From an optimization exercise on the open Yosys and OpenROAD flow, aimed at small area; shortcuts taken in it are not production practice.
The RTL was checked by simulation tests, not by an equivalence proof against the original design.
Power figures rest on the tool's default switching activity, not on a simulated workload.

File: config.mk
export PLATFORM = sky130hd
export DESIGN_NAME = FrequencyDetector
export DESIGN_NICKNAME = FrequencyDetector
export VERILOG_FILES = /design/flow/design.v
export SDC_FILE = /design/flow/constraint.sdc
export NUM_CORES = 4
export LEC_CHECK = 0
export CAP_MARGIN = 20
export CORE_MARGIN = 2
export CORE_UTILIZATION = 40
export SLEW_MARGIN = 20
File: flow/run.sh
#!/bin/bash
# The standard ORFS layout (standard.sh), with two changes made through
# ORFS's own variables: the port buffers use the smallest buffer cell, and
# clock tree synthesis uses clkbuf_8 and inserts no dummy loads.
# make's full output goes to make_flow.log; ORFS keeps each step's log
# under orfs/logs/.
set -euo pipefail
export BUFFER_PORTS_ARGS="-buffer_cell sky130_fd_sc_hd__buf_1"
export CTS_ARGS="-sink_clustering_enable -repair_clock_nets -dont_use_dummy_load -buf_list {sky130_fd_sc_hd__clkbuf_8} -sink_clustering_size 20 -sink_clustering_max_diameter 60 -sink_clustering_levels 1"
bash standard.sh > make_flow.log 2>&1
File: constraint.sdc
create_clock -name core_clock -period 115.0 [get_ports {MAX10_CLK1_50}]
set_input_delay 23.0000 -clock core_clock [delete_from_list [all_inputs] [get_ports {MAX10_CLK1_50}]]
set_output_delay 23.0000 -clock core_clock [all_outputs]
set_load 0.01 [all_outputs]
File: design.v
module FrequencyDetector(MAX10_CLK1_50, KEY, HEX0, HEX1, HEX2, HEX3, HEX4, HEX5, LEDR, SW, GPIO);
	input MAX10_CLK1_50;
	input [1:0] KEY;
	output [6:0] HEX0, HEX1, HEX2, HEX3, HEX4, HEX5;
	output [9:0] LEDR;
	input [9:0] SW;
	input [34:0] GPIO;
	wire clk = MAX10_CLK1_50;
	wire rst = SW[1];
	wire sig = SW[0] ? KEY[1] : ~GPIO[0];
	reg ef, eb, ep;
	reg [25:0] cnt, P, W;
	reg pz;
	wire wrap = ((cnt & 26'd50000001) == 26'd50000001);
	wire clr = rst | ep | wrap;
	wire [26:0] ci;			 
	wire [25:0] cnt_nx;		 
	assign ci[0] = 1'b1;
	genvar i;
	generate
		for (i = 0; i < 26; i = i + 1) begin : inc
			assign cnt_nx[i] = ~clr & (cnt[i] ^ ci[i]);
			assign ci[i + 1] = cnt[i] & ci[i];
		end
	endgenerate
	wire ldp = ~rst & ~ef & eb;
	wire ldw = rst | (ef & ~eb);
	always @(posedge clk) begin
		cnt <= cnt_nx;
		if (~rst) begin
			ef <= sig;
			eb <= ef;
			ep <= ~ef & eb;
		end
		if (ldp) P <= cnt;
		if (ldw) W <= cnt_nx;
		if (rst | ldp) pz <= rst;
	end
	reg [5:0] st;			 
	always @(posedge clk) st <= st + 6'd1;
	wire ph = st[5];
	wire [4:0] t = st[4:0];
	wire first = (t == 5'd0);
	wire pnz = ~pz & (|P);
	wire mhz = pnz & (P <= 26'd50);
	wire khz = ~pz & (P > 26'd50) & (P <= 26'd50000);
	wire hz = ~mhz & ~khz;
	wire [31:0] N = mhz ? 32'd50 : khz ? 32'd50000 : 32'd50000000;
	wire nbit = N[~t];
	wire wb = (t >= 5'd2 && t <= 5'd27) ? W[t - 5'd2] : 1'b0;
	reg [3:0] dl;
	reg [1:0] cy;
	wire [2:0] xs = wb + dl[2] + dl[3] + (first ? 2'd0 : cy);
	always @(posedge clk) begin
		dl <= {dl[2:0], wb};
		cy <= xs[2:1];
	end
	reg [31:0] ring;
	always @(posedge clk) ring <= {ph ? ring[0] : xs[0], ring[31:1]};
	wire [15:0] odd = {ring[31], ring[29], ring[27], ring[25], ring[23], ring[21], ring[19], ring[17],
	                   ring[15], ring[13], ring[11], ring[9], ring[7], ring[5], ring[3], ring[1]};
	wire rbit = odd[~t[3:0]];
	wire x = ph ? rbit : nbit;
	reg [25:0] R;
	wire [26:0] T = {(first ? 26'd0 : R), x};
	wire [27:0] b;			 
	wire [26:0] D;
	assign b[0] = 1'b0;
	generate
		for (i = 0; i < 27; i = i + 1) begin : sub
			wire p = (i < 26) ? P[i] : 1'b0;
			assign D[i] = T[i] ^ p ^ b[i];
			assign b[i + 1] = (~T[i] & p) | (~(T[i] ^ p) & b[i]);
		end
	endgenerate
	wire ge = ~b[27] & pnz;
	always @(posedge clk) R <= ge ? D[25:0] : T[25:0];
	wire q = ge & ~(ph & (t < 5'd5));	 
	reg [3:0] r1, r2, h;
	wire g1, g2;
	wire [2:0] m1, m2;
	stage10 s1(.r(r1), .clr(first), .g(g1), .m(m1));
	stage10 s2(.r(r2), .clr(first), .g(g2), .m(m2));
	always @(posedge clk) begin
		r1 <= {m1, q};
		r2 <= {m2, g1};
		h <= {h[2:0], g2};
	end
	reg [3:0] d0, d1, d2, d3, d4, d5;
	reg [2:0] led;
	always @(posedge clk) led <= {hz & ~rst, khz, mhz};
	always @(posedge clk) begin
		if (first) begin
			if (ph) begin
				d5 <= r1;
				d4 <= r2;
				d3 <= h;
			end else begin
				d2 <= r1;
				d1 <= r2;
				d0 <= h;
			end
		end
	end
	function [6:0] seg;
		input [3:0] d;
		seg = (d == 4'd0) ? 7'b1000000 :
		      (d == 4'd1) ? 7'b1111001 :
		      (d == 4'd2) ? 7'b0100100 :
		      (d == 4'd3) ? 7'b0110000 :
		      (d == 4'd4) ? 7'b0011001 :
		      (d == 4'd5) ? 7'b0010010 :
		      (d == 4'd6) ? 7'b0000010 :
		      (d == 4'd7) ? 7'b1111000 :
		      (d == 4'd8) ? 7'b0000000 :
		      (d == 4'd9) ? 7'b0011000 : 7'b1111110;
	endfunction
	function [6:0] segd;
		input [3:0] d;
		reg A, B, C, D;
		begin
			{A, B, C, D} = d;
			segd[0] = (~A & ~B & ~C & D) | (B & ~C & ~D);
			segd[1] = B & (C ^ D);
			segd[2] = ~B & C & ~D;
			segd[3] = (~B & ~C & D) | (B & ~C & ~D) | (B & C & D);
			segd[4] = D | (B & ~C);
			segd[5] = (~A & ~B & D) | (~B & C) | (C & D);
			segd[6] = (~A & ~B & ~C) | (B & C & D);
		end
	endfunction
	function [6:0] segm;
		input [3:0] r;
		reg c2, c1, c0, b;
		begin
			{c2, c1, c0, b} = r;
			segm[0] = (~c1 & b) | (c2 & c0 & ~b);
			segm[1] = (~c2 & ~c0 & ~b) | (c2 & c0 & b);
			segm[2] = ~c2 & c1 & c0 & ~b;
			segm[3] = (~c0 & b) | (~c1 & b) | (c2 & c0 & ~b);
			segm[4] = b | (c2 & c0);
			segm[5] = (~c2 & b) | (~c2 & c1 & c0);
			segm[6] = ~c1 | (~c2 & ~c0 & b);
		end
	endfunction
	assign HEX0 = segm(d2);
	assign HEX1 = segm(d1);
	assign HEX2 = seg(d0);
	assign HEX3 = segm(d5);
	assign HEX4 = segm(d4);
	assign HEX5 = segd(d3);
	assign LEDR = {7'b0000000, led};
endmodule
module stage10(r, clr, g, m);
	input [3:0] r;
	input clr;
	output g;
	output [2:0] m;
	wire c2 = r[3], c1 = r[2], c0 = r[1], b = r[0];
	assign g = ~clr & (~c0 | (c2 & b));
	assign m[2] = ~clr & ((~c0 & b) | (c1 & c0 & ~b));
	assign m[1] = ~clr & (~c0 | (c1 & ~b) | (~c2 & b));
	assign m[0] = clr | ~c1 | (~c2 & ~b) | (~c2 & ~c0) | (c2 & c0 & b);
endmodule
File: standard.sh
#!/bin/bash
# synth_recipe.tcl (not shown) runs the flow's synth.tcl, then flattens the netlist and writes it again
# the make line also repeats each setting of config.mk as NAME=value (left out here)
make -C /OpenROAD-flow-scripts/flow DESIGN_CONFIG=/design/flow/config.mk WORK_HOME=/design/flow/orfs CLKGATE_MAP_FILE= SYNTH_SCRIPT=/design/flow/synth_recipe.tcl "${@:-finish}"
==> out/metrics.yaml, run 1 <==
critPathCaptureType: "output pin"
cts_root_buf: "clkbuf_8"
synth_cells: 603
synth_top_area_share_pct: 30.6
status: "finished clean"
rr_worst_depth: 39
ant_nets: 0
cp_num_buf_inv: 2
syn_area_um2: 7840
ir_drop_v: 0.00000680
grt_max_degree: 31
clk_pin_slew_ns: 0.09
crit_chain: "inv_1, mux2_2, o21a_1, buf_1"
pre_cts_ws_ns: 90.63
crit_path_start: "d0[1]$_DFFE_PP_"
fill_cells: 1764
clock_latency_ns: 0.45
critPathArrivalTime_ns: 1.76
io_buffers: 49
slew_headroom_pct: 35.6
firstDrtPassIters: 4
seq_area_frac_synth_pct: 59.0
place_congestion: 0.784
fin_skew_ns: 0.0329
holdCritPathClass: "register to register"
initial_utilization_pct: 40.5
tritoncts: "done"
io_pins: 100
cp-start-kind: "register"
clock_path_buffers: 2
drc: 0
ys_ff_latch: 191
worst_hold_path.num_cells: 0
yosysWarnings: 1
final_nets: 755
fp.dieH_um: 144
rows: 51
drt-total-wl_um: 13000
rsz0062_at_grt: "false"
grt_pass1_vias: 4492
synth.distinct_cells: 57
die_area_um2: 20700
post_drt_wl_per_cell_um: 14.3
hpwl_um: 9510
max_stage_delay_ns: 0.49
tightest_slew_ns: 0.962
cts_resized: 0
core_area_um2: 19300
clock_sinks: 191
reg2reg_to: "R[0]$_DFF_P_"
numCtsBuffers: 17
min-delay-start: "ring[2]$_DFF_P_"
power.density_nw_per_um2: 13.2
async_reset_ff_share_pct: 0
synth_area_leaders: "edfxtp_1 (31%), dfxtp_1 (28%), fa_1 (6.9%), ha_1 (5.4%), mux2i_1 (3.8%)"
viasPerCell: 4.80
yosysTopAreaCell: "edfxtp_1"
critical_path_depth: 4
fin_crit_sh_pct: 21.5
finalHoldViolCount: 0
p_leak_nw: 3.15
crit_slowest_cell: "edfxtp_1"
grt_pass1_wl_um: 21700
holdWs_ns: 0.325
fin_tns_setup_ns: 0
dp_cells: 892
cts_hold_buf: 0
grt_antenna_before_repair: 0
antennaDiodeCount: 0
synth_edf_count: 80
syn_area_per_cell_um2: 13.0
clock.fmax_mhz: 40.4
overflow: 0
slew_violations: 0
holdPathEnd: "ring[1]$_DFF_P_"
via_count: 4363
grt_use_total_pct: 13.6
post-route-util_pct: 43.9
cp_top_family: "flip-flops"
syn_to_final_growth_pct: 8.36
setup_viol: 0
die_w_um: 144
ys.flop_type: "dfxtp_1"
htreeDepth: 4
stdcell_count: 909
initialDrtViolationCount: 195
crit_path_max_fanout: 7
worst_slack_ns: 90.24
required_ns: 92.00
r2r_slack_ns: 101.25
reg2reg_from: "P[3]$_DFFE_PP_"
critPathKind: "register to output pin"
fin_crit_ns: 24.76
drive_gt1_share_pct: 8.07
drv_cap: 0
cts_setup_buffers: 0
## worst max path at each step
stage / slack (ns) / to
3_5_place_dp: 90.63 / W[17]$_DFFE_PP_
3_3_place_gp: 90.66 / W[10]$_DFFE_PP_
5_1_grt: 90.12 / HEX2[3]
6_report: 90.24 / HEX2[3]
2_1_floorplan: 90.47 / P[0]$_DFFE_PP_
4_1_cts: 90.21 / HEX2[3]
## flip-flops by register name (all words and copies together), names as in the netlist
| register | flops |
|---|---|
| led | 3 |
| ef | 1 |
| W | 26 |
| d4 | 4 |
| pz | 1 |
| d5 | 4 |
| st | 6 |
| R | 26 |
| ep | 1 |
| P | 26 |
| d0 | 4 |
| dl | 4 |
| cnt | 26 |
| cy | 2 |
| d2 | 4 |
| d3 | 4 |
| ring | 32 |
| d1 | 4 |
| r2 | 4 |
| h | 4 |
| eb | 1 |
| r1 | 4 |
## cell usage after synthesis, drive strengths merged, types with 2 or more instances
cell type and number:
dfxtp 111, a21oi 21, o21a 3, o211ai 5
nor2 20, and3 2, ha 34, nand4 4
and2 28, mux2i 30, xnor2 8, o21ai 11
clkbuf 25, nor3 13, edfxtp 80, o31a 2
a21boi 2, mux2 4, nor4 5, inv 19
a211o 2, xor2 2, o31ai 2, or4 6
a31oi 5, mux4 12, nand2 71, nand3 14
buf 12, or3 6, fa 27
## worst register-to-register path, delay by kind of cell, from the launching register on
| kind | cells | cell delay [ns] |
|---|---|---|
| AOI/OAI and AO/OA | 6 | 0.82 |
| buffers and inverters | 1 | 0.42 |
| and+or+nand+nor | 6 | 1.90 |
| adders and majority gates | 26 | 10.06 |
| DFF | 1 | 0.46 |
## report_power, final
group / internal [W] / total (W) / switching (W)
clock: 0.0000131 / 0.0000317 / 0.0000186
sequential: 0.0000754 / 0.0000773 / 0.00000199
combinational: 0.00000162 / 0.00000331 / 0.00000169
total: 0.0000901 / 0.000112 / 0.0000223
## cell type report
type,count,area [µm²],area share (%)
Timing Repair Buffer,55,229,2.70
Multi-Input combinational cell,362,3000,35.4
Inverter,19,71.3,0.840
Tap cell,265,332,3.90
Sequential cell,191,4630,54.5
Clock buffer,17,234,2.75
## cells in the final DEF, fill, tap and decap left out, types with 8 or more instances in the layout
cell	count
dfxtp_1	110
nand3_1	14
and2_1	28
buf_1	49
ha_1	34
mux2i_1	30
xnor2_1	8
o21ai_0	9
mux4_2	12
nand2_1	71
fa_1	27
nor3_1	12
clkbuf_8	17
edfxtp_1	80
a21oi_1	21
nor2_1	19
inv_1	18
## metrics by stage
| step | instance area (µm²) | total power [W] |
|---|---|---|
| 2_1_floorplan | 7860 | 0.0000807 |
| 5_1_grt | 8490 | 0.000117 |
| 3_5_place_dp | 8260 | 0.0000823 |
| 6_report | 8490 | 0.000112 |
| 4_1_cts | 8490 | 0.000114 |
| 3_3_place_gp | 8260 | 0.0000820 |
## layer usage
layer  part of all wire (%)  GRT usage [%]  up-vias  routed length [µm]
met5                      0              0        -                   0
met4                    1.6           5.37        0                 211
met3                    3.4           3.81       15                 441
met2                     48           22.5       77                6300
met1                     46           17.0     2077                6040
li1                       -              -     2194                   -
## kinds of logic (layout without fill, tap and decap cells)
kind of cell	count (synthesis)	in the layout	share of synthesized area, %
other	1	7	0.0478
adders and majority gates	61	61	12.3
DFF	191	191	59.0
AOI/OAI and AO/OA	61	61	4.98
buffers and inverters	56	91	3.13
and+or+nand+nor	177	177	11.6
xor gates and xnor gates	10	10	1.12
muxes	46	46	7.85
==> run 2: changes to the inputs <==
--- a/design.v
+++ b/design.v
@@ -11,5 +11,5 @@
 	reg ef, eb, ep;
 	reg [25:0] cnt, P, W;
-	reg pz;
+	reg rq;			 
 	wire wrap = ((cnt & 26'd50000001) == 26'd50000001);
 	wire clr = rst | ep | wrap;
@@ -24,8 +24,9 @@
 		end
 	endgenerate
-	wire ldp = ~rst & ~ef & eb;
+	wire ldp = rst | rq | (~ef & eb);
 	wire ldw = rst | (ef & ~eb);
 	always @(posedge clk) begin
 		cnt <= cnt_nx;
+		rq <= rst;
 		if (~rst) begin
 			ef <= sig;
@@ -35,5 +36,4 @@
 		if (ldp) P <= cnt;
 		if (ldw) W <= cnt_nx;
-		if (rst | ldp) pz <= rst;
 	end
 	reg [5:0] st;			 
@@ -42,7 +42,7 @@
 	wire [4:0] t = st[4:0];
 	wire first = (t == 5'd0);
-	wire pnz = ~pz & (|P);
+	wire pnz = |P;
 	wire mhz = pnz & (P <= 26'd50);
-	wire khz = ~pz & (P > 26'd50) & (P <= 26'd50000);
+	wire khz = (P > 26'd50) & (P <= 26'd50000);
 	wire hz = ~mhz & ~khz;
 	wire [31:0] N = mhz ? 32'd50 : khz ? 32'd50000 : 32'd50000000;
--- a/flow/run.sh
+++ b/flow/run.sh
@@ -7,4 +7,4 @@
 set -euo pipefail
 export BUFFER_PORTS_ARGS="-buffer_cell sky130_fd_sc_hd__buf_1"
-export CTS_ARGS="-sink_clustering_enable -repair_clock_nets -dont_use_dummy_load -buf_list {sky130_fd_sc_hd__clkbuf_8} -sink_clustering_size 20 -sink_clustering_max_diameter 60 -sink_clustering_levels 1"
+export CTS_ARGS="-sink_clustering_enable -repair_clock_nets -dont_use_dummy_load -buf_list {sky130_fd_sc_hd__clkbuf_8}"
 bash standard.sh > make_flow.log 2>&1
==> run 2 against run 1 <==
Still clean on timing, DRC and antenna. Flip-flop and latch count is the same. Worst hold slack lost 0.012 ns. Register-to-register slack gained 0.52 ns. Cell count grew 1.7%. Wire length shrank 3.6%. Worst setup slack gained 0.11 ns. Clock-buffer cell count is the same. Core utilization shrank 0.49 points. Via count grew 2.8%. Global-route usage shrank 0.68 points. Critical path type unchanged. Largest cell class unchanged. Highest routed layer unchanged.
==> out/metrics.yaml, run 2 <==
die_w_um: 144
drc: 0
power.density_nw_per_um2: 13.7
clk_pin_slew_ns: 0.10
numCtsBuffers: 17
die_area_um2: 20700
power_frac_seq_pct: 67.2
tritoncts: "done"
cts_hold_buf: 0
io_pins: 100
drive_gt1_share_pct: 7.13
final_cell_mix: "dfxtp_1 (112), edfxtp_1 (79), nand2_1 (68), buf_1 (49), nand3_1 (43)"
initial_utilization_pct: 40.5
seq_area_frac_synth_pct: 59.0
critPathArrivalTime_ns: 1.65
synth.distinct_cells: 52
async_reset_ff_share_pct: 0
cts_resized: 0
fill_cells: 1755
fin_crit_ns: 24.65
syn_area_per_cell_um2: 12.5
clock_sinks: 191
grt_pass1_vias: 4383
syn_to_final_growth_pct: 7.32
grt_antenna_before_repair: 0
yosysWarnings: 1
place_congestion: 0.767
cts_root_buf: "clkbuf_8"
grt_use_total_pct: 13.0
slew_headroom_pct: 35.7
crit_path_max_fanout: 8
grt_pass1_wl_um: 20800
status: "finished clean"
setup_viol: 0
combPwrFrac_pct: 5.0
tightest_slew_ns: 0.963
synth_area_leaders: "edfxtp_1 (30%), dfxtp_1 (29%), fa_1 (6.9%), ha_1 (5.4%), mux4_2 (3.5%)"
hpwl_um: 9080
firstDrtPassIters: 4
cp-start-kind: "register"
holdCritPathClass: "register to register"
yosysTopAreaCell: "edfxtp_1"
ys.flop_type: "dfxtp_1"
fin_tns_setup_ns: 0
ir_drop_v: 0.00000739
multi_input_area_um2: 2940
drt-total-wl_um: 12500
synth_cells: 625
worst_slack_ns: 90.35
critPathKind: "register to output pin"
p_leak_nw: 3.20
fp.dieH_um: 144
cts_setup_buffers: 0
holdWs_ns: 0.313
clock.fmax_mhz: 40.6
post_drt_wl_per_cell_um: 13.6
synth_top_area_share_pct: 30.3
post-route-util_pct: 43.4
grt_max_degree: 56
synth_top_cells_by_count: "dfxtp_1 (112), edfxtp_1 (79), nand2_1 (68)"
ys_ff_latch: 191
regMostFlops: "ring"
fin_skew_ns: 0.0247
viasPerCell: 4.85
seqCellArea_um2: 4610
antennaDiodeCount: 0
slew_violations: 0
clock_path_buffers: 2
rows: 51
htreeDepth: 4
finalHoldViolCount: 0
initialDrtViolationCount: 228
synth_edf_count: 79
syn_area_um2: 7830
overflow: 0
clock_latency_ns: 0.45
final_common_cell: "dfxtp_1"
ant_nets: 0
critPathCaptureType: "output pin"
pre_cts_ws_ns: 90.37
drv_cap: 0
clock_power_share_pct: 27.8
via_count: 4484
final_nets: 770
core_area_um2: 19300
internal_power_w: 0.0000908
io_buffers: 49
required_ns: 92.00
largest_reg_flops: 32
rsz0062_at_grt: "false"
fin_crit_sh_pct: 21.4
power_switching_w: 0.0000244
sw_frac_of_total_pct: 21.2
yosysMostFrequentCell: "dfxtp_1"
run 2: cell types whose count changed after synthesis, moves of 3 or more:
cell      delta
nor3_1       -4
nor2_1       +6
o21ai_0     +24
nand3_1     +30
nand2_1      -3
mux2i_1     -23
clkbuf_8     +4
o211ai_1     -3
run 2: power by group through the flow:
stage / Clock [W] / Combinational, W / Sequential (W)
2_1_floorplan: 0 / 0.00000471 / 0.0000781
3_3_place_gp: 0 / 0.00000562 / 0.0000788
3_5_place_dp: 0 / 0.00000588 / 0.0000789
4_1_cts: 0.0000334 / 0.00000590 / 0.0000774
5_1_grt: 0.0000358 / 0.00000675 / 0.0000779
6_report: 0.0000320 / 0.00000579 / 0.0000773
run 2: layout make-up:
class,instances,share of cell area [%]
clock buffers,17,2.79
inverters,17,0.760
repair buffers,53,2.55
flip-flops and latches,191,54.9
multi-input cells,381,35.0
well taps,265,3.95
run 2: final timing paths:
check / slack (ns) / cells past startpoint / start / to
max: 90.35 / 5 / d0[1]$_DFFE_PP_ / HEX2[3]
min: 0.31 / 0 / ring[26]$_DFF_P_ / ring[25]$_DFF_P_
max reg2reg: 101.77 / 35 / P[3]$_DFFE_PP_ / R[21]$_DFF_P_
min reg2reg: 0.31 / 0 / ring[26]$_DFF_P_ / ring[25]$_DFF_P_
run 2: cell families after synthesis:
logic type      count (synthesis)  synth area share, %
flops                         191                 59.0
mux                            22                 4.78
buf+inv                        59                 3.87
compound gates                 79                 6.12
fa+ha+maj                      61                 12.3
simple gates                  202                 12.8
xor+xnor                       10                 1.12
other cells                     1               0.0479
run 2: routing by layer:
metal  vias up  routed length (µm)  global-route usage, %
li1       2251                   -                      -
met1      2154                5740                   16.0
met2        71                6220                   22.2
met3         8                 408                   3.20
met4         0                 165                   4.49
met5         -                   0                      0
run 2: metrics by stage:
step | power [W] | instances | instance area [µm²]
2_1_floorplan | 0.0000828 | 631 | 7850
3_3_place_gp | 0.0000844 | 907 | 8160
3_5_place_dp | 0.0000848 | 907 | 8160
4_1_cts | 0.000117 | 924 | 8400
5_1_grt | 0.000120 | 924 | 8400
6_report | 0.000115 | 924 | 8400
run 2: critical path, stage by stage (launching register included):
cell and delay (ns):
edfxtp_1 0.50, inv_1 0.16, nand3_1 0.10, a21o_1 0.19, and2_1 0.14, buf_1 0.12

static timing again, ports no longer ideal:
The results above use ideal ports. As a check the final layouts listed here were re-extracted and re-timed, cells and wires unchanged. Step 1: set_driving_cell puts a clkbuf_16 on MAX10_CLK1_50 and a buf_2 on each other input, an assumption about the parent block. Step 2, shift: input delay + t, output delay - t, t = (earliest + latest rising clock arrival at the registers) / 2. This alone moves slack from input paths to output paths. Three values: ideal ports, drivers, drivers and shift; two values: the first two.
run	t, ns	setup slack, ns	hold WS [ns]	pins driven straight from the clock port
run 1	0.473	90.236 / 90.196 / 90.632	0.325 / 0.325 / 0.325	1
run 2	0.471	90.348 / 90.311 / 90.360	0.313 / 0.313 / 0.313	1
After both steps setup and hold are still met in every run listed.
